This is an optimization exercise on Yosys and OpenROAD, whose aim is small area, a short achievable clock period and few clock cycles, not a production implementation.
RTL that was checked went through simulation tests only; none was proved equivalent to the original.

== old ==
==> flow/design.v (excerpt) <==
module axi_matrix_accelerator #(
    parameter ADDR_W = 32,
    parameter DATA_W = 32
) (
    input  logic clk,
    input  logic rst_n,
    input  logic [ADDR_W-1:0] s_axi_awaddr,
    input  logic        s_axi_awvalid,
    output logic        s_axi_awready,
    input  logic [DATA_W-1:0] s_axi_wdata,
    input  logic        s_axi_wvalid,
    output logic        s_axi_wready,
    output logic        s_axi_bvalid,
    output logic [1:0]  s_axi_bresp,
    input  logic        s_axi_bready,
    input  logic [ADDR_W-1:0] s_axi_araddr,
    input  logic        s_axi_arvalid,
    output logic        s_axi_arready,
    output logic [DATA_W-1:0] s_axi_rdata,
    output logic [1:0]  s_axi_rresp,
    output logic        s_axi_rvalid,
    input  logic        s_axi_rready,
    input  logic [DATA_W-1:0] s_axis_a_tdata,
    input  logic        s_axis_a_tvalid,
    output logic        s_axis_a_tready,
  ...
Size: about 2900 cells after synthesis, ~250 I/O pins.
==> module compute_wrapper, before the edit <==
module compute_wrapper (
    input  logic        clk,
    input  logic        rst_n,
    input  logic [31:0] s_axis_a_tdata,
    input  logic        s_axis_a_tvalid,
    output logic        s_axis_a_tready,
    input  logic        s_axis_a_tlast,
    input  logic [31:0] s_axis_b_tdata,
    input  logic        s_axis_b_tvalid,
    output logic        s_axis_b_tready,
    input  logic        s_axis_b_tlast,
    output logic [31:0] m_axis_c_tdata,
    output logic        m_axis_c_tvalid,
    input  logic        m_axis_c_tready,
    output logic        m_axis_c_tlast,
    input  logic [31:0] cfg_m,
    input  logic [31:0] cfg_k,
    input  logic [31:0] cfg_n,
    output logic        job_end
);
    wire       m2    = cfg_m[1];
    wire       n2    = cfg_n[1];
    wire [1:0] klast = cfg_k[1:0] - 2'd1;
    wire [3:0] kn    = n2 ? {cfg_k[2:0], 1'b0} : {1'b0, cfg_k[2:0]};
    logic       i_q, j_q, idone_q, a_have_q, a_rdy_q, b_rdy_q;
    logic [1:0] k_q;
    logic [3:0] b_cnt_q;
    logic       v1_q, l1_q, t1_q;
    logic       v2_q, l2_q, t2_q;
    logic       ov_q, ol_q, sv_q, sl_q;
    logic [31:0] bstore [8];
    logic [31:0] op_a;
    logic [15:0] one_q, two_q, neg_q;
    logic [31:0] out_q, skid_q;
    wire adv = ~sv_q;
    wire a_hs  = s_axis_a_tvalid & a_rdy_q;
    wire b_hs  = s_axis_b_tvalid & b_rdy_q;
    logic [2:0] idx_q;
    logic       bp_q, bs_q;
    wire       b_ok    = bs_q | (bp_q & b_hs);
    wire       a_ok    = a_have_q | a_hs;
    wire       issue   = adv & ~idone_q & a_ok & b_ok;
    wire       j_end   = ~n2 | j_q;
    wire       k_end   = (k_q == klast);
    wire       i_end   = ~m2 | i_q;
    wire pop  = ov_q & m_axis_c_tready;
    assign job_end = pop & ol_q;
    logic       i_d, j_d, idone_d, a_have_d, b_rdy_d, sv_d;
    logic [1:0] k_d;
    logic [3:0] b_cnt_d;
    wire  [2:0] idx_d = n2 ? {k_d, j_d} : {1'b0, k_d};
    always_comb begin
        i_d = i_q; j_d = j_q; k_d = k_q; idone_d = idone_q;
        a_have_d = a_have_q; b_cnt_d = b_cnt_q;
        if (issue) begin
            if (!j_end)
                j_d = 1'b1;
            else begin
                j_d = 1'b0;
                if (!k_end)
                    k_d = k_q + 2'd1;
                else begin
                    k_d = 2'd0;
                    if (!i_end) i_d = 1'b1;
                    else        idone_d = 1'b1;
                end
            end
        end
        if (issue & j_end)
            a_have_d = 1'b0;
        else if (a_hs)
            a_have_d = 1'b1;
        if (b_hs)
            b_cnt_d = b_cnt_q + 4'd1;
        b_rdy_d = b_cnt_d < kn;
        if (job_end) begin
            i_d = 1'b0; j_d = 1'b0; k_d = 2'd0; idone_d = 1'b0;
            a_have_d = 1'b0; b_cnt_d = 4'd0; b_rdy_d = 1'b1;
        end
    end
    always_ff @(posedge clk or negedge rst_n) begin
        if (!rst_n) begin
            i_q <= 1'b0; j_q <= 1'b0; k_q <= 2'd0; idone_q <= 1'b0;
            a_have_q <= 1'b0; b_cnt_q <= 4'd0; b_rdy_q <= 1'b0;
            a_rdy_q <= 1'b1;
            idx_q <= 3'd0; bp_q <= 1'b1; bs_q <= 1'b0;
        end else begin
            i_q <= i_d; j_q <= j_d; k_q <= k_d; idone_q <= idone_d;
            a_have_q <= a_have_d; b_cnt_q <= b_cnt_d; b_rdy_q <= b_rdy_d;
            a_rdy_q <= ~idone_d & ~a_have_d & ~sv_d;
            idx_q <= idx_d;
            bp_q  <= (b_cnt_d == {1'b0, idx_d});
            bs_q  <= (b_cnt_d > {1'b0, idx_d});
        end
    end
    always_ff @(posedge clk) begin
        if (b_hs)
            bstore[b_cnt_q[2:0]] <= s_axis_b_tdata;
        if (a_hs)
            op_a <= s_axis_a_tdata;
    end
    wire [31:0] b_op = bp_q ? s_axis_b_tdata : bstore[idx_q];
    logic [15:0] one_d, two_d, neg_d;
    always_comb begin
        for (int r = 0; r < 16; r++) begin
            logic x2, x1, x0;
            x2 = b_op[2*r+1];
            x1 = b_op[2*r];
            x0 = (r == 0) ? 1'b0 : b_op[2*r-1];
            one_d[r] = x1 ^ x0;
            two_d[r] = (x2 & ~x1 & ~x0) | (~x2 & x1 & x0);
            neg_d[r] = x2 & ~(x1 & x0);
        end
    end
    always_ff @(posedge clk) begin
        if (adv) begin
            one_q <= one_d;
            two_q <= two_d;
            neg_q <= neg_d;
        end
    end
    always_ff @(posedge clk or negedge rst_n) begin
        if (!rst_n) begin
            v1_q <= 1'b0; l1_q <= 1'b0; t1_q <= 1'b0;
            v2_q <= 1'b0; l2_q <= 1'b0; t2_q <= 1'b0;
        end else if (adv) begin
            v1_q <= issue;
            l1_q <= k_end;
            t1_q <= k_end & j_end & i_end;
            v2_q <= v1_q;
            l2_q <= l1_q;
            t2_q <= t1_q;
        end
    end
    logic [31:0] res;
    matmul_datapath u_dp (
        .clk   (clk),
        .rst_n (rst_n),
        .adv   (adv),
        .v2    (v2_q),
        .n2    (n2),
        .l2    (l2_q),
        .a     (op_a),
        .one   (one_q),
        .two   (two_q),
        .neg   (neg_q),
        .res   (res)
    );
    wire push = adv & v2_q & l2_q;
    assign sv_d = sv_q ? ~pop : (push & ov_q & ~pop);
    always_ff @(posedge clk or negedge rst_n) begin
        if (!rst_n) begin
            ov_q <= 1'b0; ol_q <= 1'b0; sv_q <= 1'b0; sl_q <= 1'b0;
        end else begin
            sv_q <= sv_d;
            if (sv_q) begin
                if (pop) ol_q <= sl_q;
            end else if (push) begin
                if (!ov_q || pop) begin
                    ov_q <= 1'b1;
                    ol_q <= t2_q;
                end else
                    sl_q <= t2_q;
            end else if (pop)
                ov_q <= 1'b0;
        end
    end
    always_ff @(posedge clk) begin
        if (sv_q) begin
            if (pop) out_q <= skid_q;
        end else if (push) begin
            if (!ov_q || pop) out_q <= res;
            else              skid_q <= res;
        end
    end
    assign s_axis_a_tready = a_rdy_q;
    assign s_axis_b_tready = b_rdy_q;
    assign m_axis_c_tvalid = ov_q;
    assign m_axis_c_tdata  = out_q;
    assign m_axis_c_tlast  = ol_q;
endmodule
==> flow/config.mk <==
export PLATFORM = sky130hd
export DESIGN_NAME = axi_matrix_accelerator
export DESIGN_NICKNAME = axi_matrix_accelerator
export VERILOG_FILES = /design/flow/design.v
export SDC_FILE = /design/flow/constraint.sdc
export NUM_CORES = 4
export LEC_CHECK = 0
export CAP_MARGIN = 20
export CORE_MARGIN = 2
export CORE_UTILIZATION = 45
export CTS_BUF_LIST = sky130_fd_sc_hd__clkbuf_16
export CTS_CLUSTER_DIAMETER = 120
export CTS_CLUSTER_SIZE = 22
export SLEW_MARGIN = 20
==> flow/constraint.sdc <==
create_clock -name core_clock -period 11.0 [get_ports {clk}]
set_input_delay 2.2000 -clock core_clock [delete_from_list [all_inputs] [get_ports {clk}]]
set_output_delay 2.2000 -clock core_clock [all_outputs]
set_load 0.01 [all_outputs]
standard.sh (not shown) runs the stock make flow with config.mk's settings and CLKGATE_MAP_FILE= SYNTH_SCRIPT=/design/flow/synth_recipe.tcl, a recipe that flattens the netlist after the stock synthesis.
==> flow/flow/run.sh <==
#!/bin/bash
# The standard layout (the standard.sh, unchanged synthesis), with
#  - the port buffers made of sky130_fd_sc_hd__buf_2 (ORFS otherwise picks a
#    delay cell); every port still gets its buffer.
# make's output goes to make_finish.log; each step's full log stays in orfs/logs/.
set -euo pipefail
MARGIN=$(cat flow/margin.txt)
bash standard.sh SETUP_SLACK_MARGIN=$MARGIN \
    "BUFFER_PORTS_ARGS=-buffer_cell sky130_fd_sc_hd__buf_2" finish > make_finish.log 2>&1
==> flow/flow/margin.txt <==
7.0
[inputs] new vs old
diff --git a/flow/design.v b/flow/design.v
--- a/flow/design.v
+++ b/flow/design.v
@@ -1210,11 +1210,11 @@
     logic [31:0] out_q, skid_q;
     wire adv = ~sv_q;
     wire a_hs  = s_axis_a_tvalid & a_rdy_q;
     wire b_hs  = s_axis_b_tvalid & b_rdy_q;
-    logic [2:0] idx_q;
-    logic       bp_q, bs_q;
-    wire       b_ok    = bs_q | (bp_q & b_hs);
+    wire [2:0] idx     = n2 ? {k_q, j_q} : {1'b0, k_q};
+    wire       b_port  = (b_cnt_q == {1'b0, idx});
+    wire       b_ok    = (b_cnt_q > {1'b0, idx}) | (b_port & b_hs);
     wire       a_ok    = a_have_q | a_hs;
     wire       issue   = adv & ~idone_q & a_ok & b_ok;
     wire       j_end   = ~n2 | j_q;
     wire       k_end   = (k_q == klast);
@@ -1223,9 +1223,8 @@
     assign job_end = pop & ol_q;
     logic       i_d, j_d, idone_d, a_have_d, b_rdy_d, sv_d;
     logic [1:0] k_d;
     logic [3:0] b_cnt_d;
-    wire  [2:0] idx_d = n2 ? {k_d, j_d} : {1'b0, k_d};
     always_comb begin
         i_d = i_q; j_d = j_q; k_d = k_q; idone_d = idone_q;
         a_have_d = a_have_q; b_cnt_d = b_cnt_q;
         if (issue) begin
@@ -1258,25 +1257,21 @@
         if (!rst_n) begin
             i_q <= 1'b0; j_q <= 1'b0; k_q <= 2'd0; idone_q <= 1'b0;
             a_have_q <= 1'b0; b_cnt_q <= 4'd0; b_rdy_q <= 1'b0;
             a_rdy_q <= 1'b1;
-            idx_q <= 3'd0; bp_q <= 1'b1; bs_q <= 1'b0;
         end else begin
             i_q <= i_d; j_q <= j_d; k_q <= k_d; idone_q <= idone_d;
             a_have_q <= a_have_d; b_cnt_q <= b_cnt_d; b_rdy_q <= b_rdy_d;
             a_rdy_q <= ~idone_d & ~a_have_d & ~sv_d;
-            idx_q <= idx_d;
-            bp_q  <= (b_cnt_d == {1'b0, idx_d});
-            bs_q  <= (b_cnt_d > {1'b0, idx_d});
         end
     end
     always_ff @(posedge clk) begin
         if (b_hs)
             bstore[b_cnt_q[2:0]] <= s_axis_b_tdata;
         if (a_hs)
             op_a <= s_axis_a_tdata;
     end
-    wire [31:0] b_op = bp_q ? s_axis_b_tdata : bstore[idx_q];
+    wire [31:0] b_op = b_port ? s_axis_b_tdata : bstore[idx];
     logic [15:0] one_d, two_d, neg_d;
     always_comb begin
         for (int r = 0; r < 16; r++) begin
             logic x2, x1, x0;
[summary]
[new] number of non-filler instances in the completed layout fell 53 relative to old
Compared with old, new shows a actual transition at the worst max-transition pin that is 0.12 ns higher.
Number of clock buffers in the layout (lower): new
As far as fraction of area in registers is concerned, old and new perform about the same.
Testbench counts of new, summed over its fixed seeds: cycles 9,492.
No functional check of the RTL was part of old.

## static timing again, ports no longer ideal
The flow's constraints put no driver on any port. The routed layouts listed below were extracted and timed again, unchanged, in two steps. Step 1: set_driving_cell puts a clkbuf_16 on clk and a buf_2 on each other input, an assumption about the parent block. Step 2 moves the port delays by t, midway between the first and last clock arrival at a register: inputs arrive t later, outputs are due t later. That takes back most of the time a late clock gives input paths. a / b / c = no drivers / after step 1 / after step 2; a / b = the first two.
run | shift t [ns] | setup WS [ns] | hold slack, ns | worst setup path at the end
old | 0.676 | 6.956 / 6.930 / 6.254 | 0.464 / 0.464 / 0.464 | input to register
new | 0.686 | 6.929 / 6.929 / 6.495 | 0.457 / 0.457 / 0.457 | input to register
After both steps setup and hold are still met in every run listed. The setup slack of old, which loses most, moves by -0.026 ns with the drivers and by -0.702 ns with both steps.
